This design comes from an exercise in tuning for small area and a short achievable clock period on the open sky130 flow, not from production work. Where RTL was checked, it was by simulation tests only, not by an equivalence proof against the original. Power figures rest on the tool's default switching activity, not on a simulated workload.

## JK
==> flow/design.v <==
module Registers (
  input  [31:0] A,
  input  [31:0] B,
  input         gt_e,
  input         eq_e,
  input         fge,
  input         of_in,
  output [31:0] Sum
);
  wire        sa = A[31], sb = B[31];
  wire [7:0]  ea = A[30:23], eb = B[30:23];
  wire        agb = gt_e | (eq_e & fge);    
  wire [7:0]  s0;
  wire        unused_c;
  CSA #(8) ediff (.a(ea), .b(~eb), .cin(1'b0), .s(s0), .cout(unused_c));
  wire [7:0]  dd  = s0 ^ {8{~gt_e}};
  wire [7:0]  eL  = gt_e ? ea : eb;
  wire        sub = sa ^ sb;
  wire [23:0] ma = {1'b1, A[22:0]}, mb = {1'b1, B[22:0]};
  wire [23:0] mL = agb ? ma : mb;
  wire [23:0] mP = agb ? (gt_e ? {1'b0, mb[23:1]} : mb) : ma;
  wire [23:0] mS = (|dd[7:5]) ? 24'd0 : mP >> dd[4:0];
  wire [23:0] s;
  wire        c;
  CSA #(24) add (.a(mL), .b(mS ^ {24{sub}}), .cin(sub), .s(s), .cout(c));
  wire [24:0] r = {c ^ sub, s};
  wire [4:0]  lz;
  wire [24:0] rs;
  normalizer n (.r(r), .lz(lz), .o(rs));
  wire        z  = ~|r;
  wire [7:0]  e1 = eL + 8'd1;
  wire [7:0]  e2 = eL + 8'd2;
  wire [7:0]  pe = z ? 8'd0 : e1 - {3'd0, lz};
  wire        of = of_in | (~z & (e2 == {3'd0, lz}));
  wire        sign = (agb ? sa : sb) & ~z;
  assign Sum = of ? 32'd0 : {sign, pe, rs[23:1]};
endmodule
module four_bit_adder #(parameter N = 23) (input [N-1:0] a, input [N-1:0] b, output ge);
  wire [N-1:0] s;
  CSA #(N) c (.a(a), .b(~b), .cin(1'b1), .s(s), .cout(ge));
endmodule
module CSA #(parameter N = 24) (input [N-1:0] a, input [N-1:0] b, input cin,
                                output [N-1:0] s, output cout);
  wire [N-1:0] g0 = a & b;
  wire [N-1:0] p0 = a ^ b;
  reg  [N-1:0] g, p;
  integer i, l;
  always @* begin
    g = g0;
    p = p0;
    g[0] = g0[0] | (p0[0] & cin);
    for (l = 0; (1 << l) < N; l = l + 1)
      for (i = 0; i < N; i = i + 1)
        if (i & (1 << l)) begin
          g[i] = g[i] | (p[i] & g[((i >> l) << l) - 1]);
          p[i] = p[i] & p[((i >> l) << l) - 1];
        end
  end
  assign s    = p0 ^ {g[N-2:0], cin};
  assign cout = g[N-1];
endmodule
module normalizer (input [24:0] r, output [4:0] lz, output [24:0] o);
  wire [31:0] x0 = {r, 7'd0};
  wire        z4 = ~|x0[31:16];
  wire [31:0] x1 = z4 ? {x0[15:0], 16'd0} : x0;
  wire        z3 = ~|x1[31:24];
  wire [31:0] x2 = z3 ? {x1[23:0], 8'd0} : x1;
  wire        z2 = ~|x2[31:28];
  wire [31:0] x3 = z2 ? {x2[27:0], 4'd0} : x2;
  wire        z1 = ~|x3[31:30];
  wire [31:0] x4 = z1 ? {x3[29:0], 2'd0} : x3;
  wire        z0 = ~x4[31];
  wire [31:0] x5 = z0 ? {x4[30:0], 1'd0} : x4;
  assign lz = {z4, z3, z2, z1, z0};
  assign o  = x5[31:7];
endmodule
module FPA (
  input  [31:0] A,
  input  [31:0] B,
  output        gt_e,     
  output        eq_e,     
  output        fge,      
  output        of_in     
);
  wire [7:0] ea = A[30:23], eb = B[30:23];
  wire [7:0] s0;
  CSA #(8) c (.a(ea), .b(~eb), .cin(1'b0), .s(s0), .cout(gt_e));
  assign eq_e  = ea == eb;
  four_bit_adder #(23) cmp (.a(A[22:0]), .b(B[22:0]), .ge(fge));
  assign of_in = (&ea) | (&eb);
endmodule
module FPA_final (
  input         clk,
  input         rst,
  input  [31:0] in1,
  input  [31:0] in2,
  output reg [31:0] OUT
);
  wire gt_n, eq_n, fge_n, of_n;
  FPA B1 (.A(in1), .B(in2), .gt_e(gt_n), .eq_e(eq_n), .fge(fge_n), .of_in(of_n));
  reg [31:0] A, B;
  reg        gt_e, eq_e, fge, of_in, rst_d;
  always @(posedge clk) begin
    A     <= in1;
    B     <= in2;
    gt_e  <= gt_n;
    eq_e  <= eq_n;
    fge   <= fge_n;
    of_in <= of_n;
    rst_d <= rst;
  end
  wire [31:0] C;
  Registers M (.A(A), .B(B), .gt_e(gt_e), .eq_e(eq_e), .fge(fge), .of_in(of_in), .Sum(C));
  always @(posedge clk) begin
    if (rst)
      OUT <= 32'd0;
    else if (rst_d)
      OUT <= 32'h00800000;
    else
      OUT <= C;
  end
endmodule
==> flow/config.mk <==
export PLATFORM = sky130hd
export DESIGN_NAME = FPA_final
export DESIGN_NICKNAME = FPA_final
export VERILOG_FILES = /design/flow/design.v
export SDC_FILE = /design/flow/constraint.sdc
export NUM_CORES = 4
export LEC_CHECK = 0
export ABC_AREA = 1
export CAP_MARGIN = 20
export CORE_MARGIN = 2
export CORE_UTILIZATION = 40
export SLEW_MARGIN = 20
export ADDER_MAP_FILE =
export SETUP_SLACK_MARGIN = 16
export BUFFER_PORTS_ARGS = -buffer_cell sky130_fd_sc_hd__buf_1
==> flow/constraint.sdc <==
create_clock -name core_clock -period 22.0 [get_ports {clk}]
set_input_delay 4.4000 -clock core_clock [delete_from_list [all_inputs] [get_ports {clk}]]
set_output_delay 4.4000 -clock core_clock [all_outputs]
set_load 0.01 [all_outputs]
standard.sh (not shown) runs the stock make flow with config.mk's settings and CLKGATE_MAP_FILE= SYNTH_SCRIPT=/design/flow/synth_recipe.tcl, a recipe that flattens the netlist after the stock synthesis.
==> flow/flow/run.sh <==
#!/bin/bash
# Standard layout with three changes: the full/half-adder extraction pass is
# skipped in synthesis (ABC maps the prefix adders directly), the ports get
# sky130 buf_1 buffers, and the repair passes aim below the design's period.
cp config.mk config_orig.log
cat >> config.mk <<'EOC'
export ADDER_MAP_FILE =
export SETUP_SLACK_MARGIN = 16
export BUFFER_PORTS_ARGS = -buffer_cell sky130_fd_sc_hd__buf_1
EOC
bash standard.sh > standard_run.log 2>&1
The inputs of MS differ from those of JK as listed below.
diff --git a/flow/design.v b/flow/design.v
--- a/flow/design.v
+++ b/flow/design.v
@@ -1,22 +1,20 @@
 module Registers (
-  input  [31:0] A,
-  input  [31:0] B,
+  input  [22:0] fa,
+  input  [22:0] fb,
+  input         sa,
+  input         sb,
+  input  [7:0]  s0,
   input         gt_e,
   input         eq_e,
   input         fge,
+  input  [7:0]  eL,
   input         of_in,
   output [31:0] Sum
 );
-  wire        sa = A[31], sb = B[31];
-  wire [7:0]  ea = A[30:23], eb = B[30:23];
   wire        agb = gt_e | (eq_e & fge);    
-  wire [7:0]  s0;
-  wire        unused_c;
-  CSA #(8) ediff (.a(ea), .b(~eb), .cin(1'b0), .s(s0), .cout(unused_c));
   wire [7:0]  dd  = s0 ^ {8{~gt_e}};
-  wire [7:0]  eL  = gt_e ? ea : eb;
   wire        sub = sa ^ sb;
-  wire [23:0] ma = {1'b1, A[22:0]}, mb = {1'b1, B[22:0]};
+  wire [23:0] ma = {1'b1, fa}, mb = {1'b1, fb};
   wire [23:0] mL = agb ? ma : mb;
   wire [23:0] mP = agb ? (gt_e ? {1'b0, mb[23:1]} : mb) : ma;
   wire [23:0] mS = (|dd[7:5]) ? 24'd0 : mP >> dd[4:0];
@@ -77,16 +75,18 @@
 module FPA (
   input  [31:0] A,
   input  [31:0] B,
+  output [7:0]  s0,       
   output        gt_e,     
   output        eq_e,     
   output        fge,      
+  output [7:0]  eL,       
   output        of_in     
 );
   wire [7:0] ea = A[30:23], eb = B[30:23];
-  wire [7:0] s0;
   CSA #(8) c (.a(ea), .b(~eb), .cin(1'b0), .s(s0), .cout(gt_e));
-  assign eq_e  = ea == eb;
+  assign eq_e = ea == eb;
   four_bit_adder #(23) cmp (.a(A[22:0]), .b(B[22:0]), .ge(fge));
+  assign eL    = gt_e ? ea : eb;
   assign of_in = (&ea) | (&eb);
 endmodule
 module FPA_final (
@@ -96,21 +96,29 @@
   input  [31:0] in2,
   output reg [31:0] OUT
 );
-  wire gt_n, eq_n, fge_n, of_n;
-  FPA B1 (.A(in1), .B(in2), .gt_e(gt_n), .eq_e(eq_n), .fge(fge_n), .of_in(of_n));
-  reg [31:0] A, B;
-  reg        gt_e, eq_e, fge, of_in, rst_d;
+  wire       gt_n, eq_n, fge_n, of_n;
+  wire [7:0] s0_n, eL_n;
+  FPA B1 (.A(in1), .B(in2), .s0(s0_n), .gt_e(gt_n), .eq_e(eq_n), .fge(fge_n),
+          .eL(eL_n), .of_in(of_n));
+  reg [22:0] fa, fb;
+  reg        sa, sb, gt_e, eq_e, fge, of_in, rst_d;
+  reg [7:0]  s0, eL;
   always @(posedge clk) begin
-    A     <= in1;
-    B     <= in2;
+    fa    <= in1[22:0];
+    fb    <= in2[22:0];
+    sa    <= in1[31];
+    sb    <= in2[31];
+    s0    <= s0_n;
     gt_e  <= gt_n;
     eq_e  <= eq_n;
     fge   <= fge_n;
+    eL    <= eL_n;
     of_in <= of_n;
     rst_d <= rst;
   end
   wire [31:0] C;
-  Registers M (.A(A), .B(B), .gt_e(gt_e), .eq_e(eq_e), .fge(fge), .of_in(of_in), .Sum(C));
+  Registers M (.fa(fa), .fb(fb), .sa(sa), .sb(sb), .s0(s0), .gt_e(gt_e),
+               .eq_e(eq_e), .fge(fge), .eL(eL), .of_in(of_in), .Sum(C));
   always @(posedge clk) begin
     if (rst)
       OUT <= 32'd0;
==> comparison <==
- Looking at the reports, MS completed the entire flow and the layout it produced met the timing, DRC and antenna checks.
- [compare] base=JK new=MS: fraction of power consumed by sequential logic increased 1.1 points; distinct cell type count of the synthesized netlist increased 5; final-layout clock-cell area share increased 0.29 points; setup slack after layout decreased 0.018 ns.
- Combinational power, MS vs JK: down by a few percent
- MS vs JK — largest net degree at the start of global routing dropped by a few percent
- On row count, the lower figure sits with MS, not JK.
- Wire: MS routes less than JK
- Required time of the critical path: MS < JK
Only the layout flow was run in JK; the RTL was not checked for function there.

-- port drivers added, routing unchanged --
How much do the figures lean on ideal ports? The routed layouts below were timed once more, with nothing changed but the port constraints. Step 1: set_driving_cell puts a clkbuf_16 on clk and a buf_2 on each other input, an assumption about the parent block. Step 2, shift: input delay + t, output delay - t, t = (earliest + latest rising clock arrival at the registers) / 2. This alone moves slack from input paths to output paths. Three values: ideal ports, drivers, drivers and shift; two values: the first two.
run	t, ns	slack for setup (ns)	hold slack, ns	worst setup path at the end	clock arrival spread, ns
JK	0.419	16.162 / 16.190 / 15.771	0.454 / 0.454 / 0.454	input to register	0.014 / 0.014
MS	0.404	16.144 / 16.166 / 15.761	0.460 / 0.460 / 0.460	input to register	0.010 / 0.009
After both steps every run listed still meets setup and hold. For JK, which loses most, drivers alone change the setup slack by +0.028 ns; drivers and shift together by -0.391 ns.
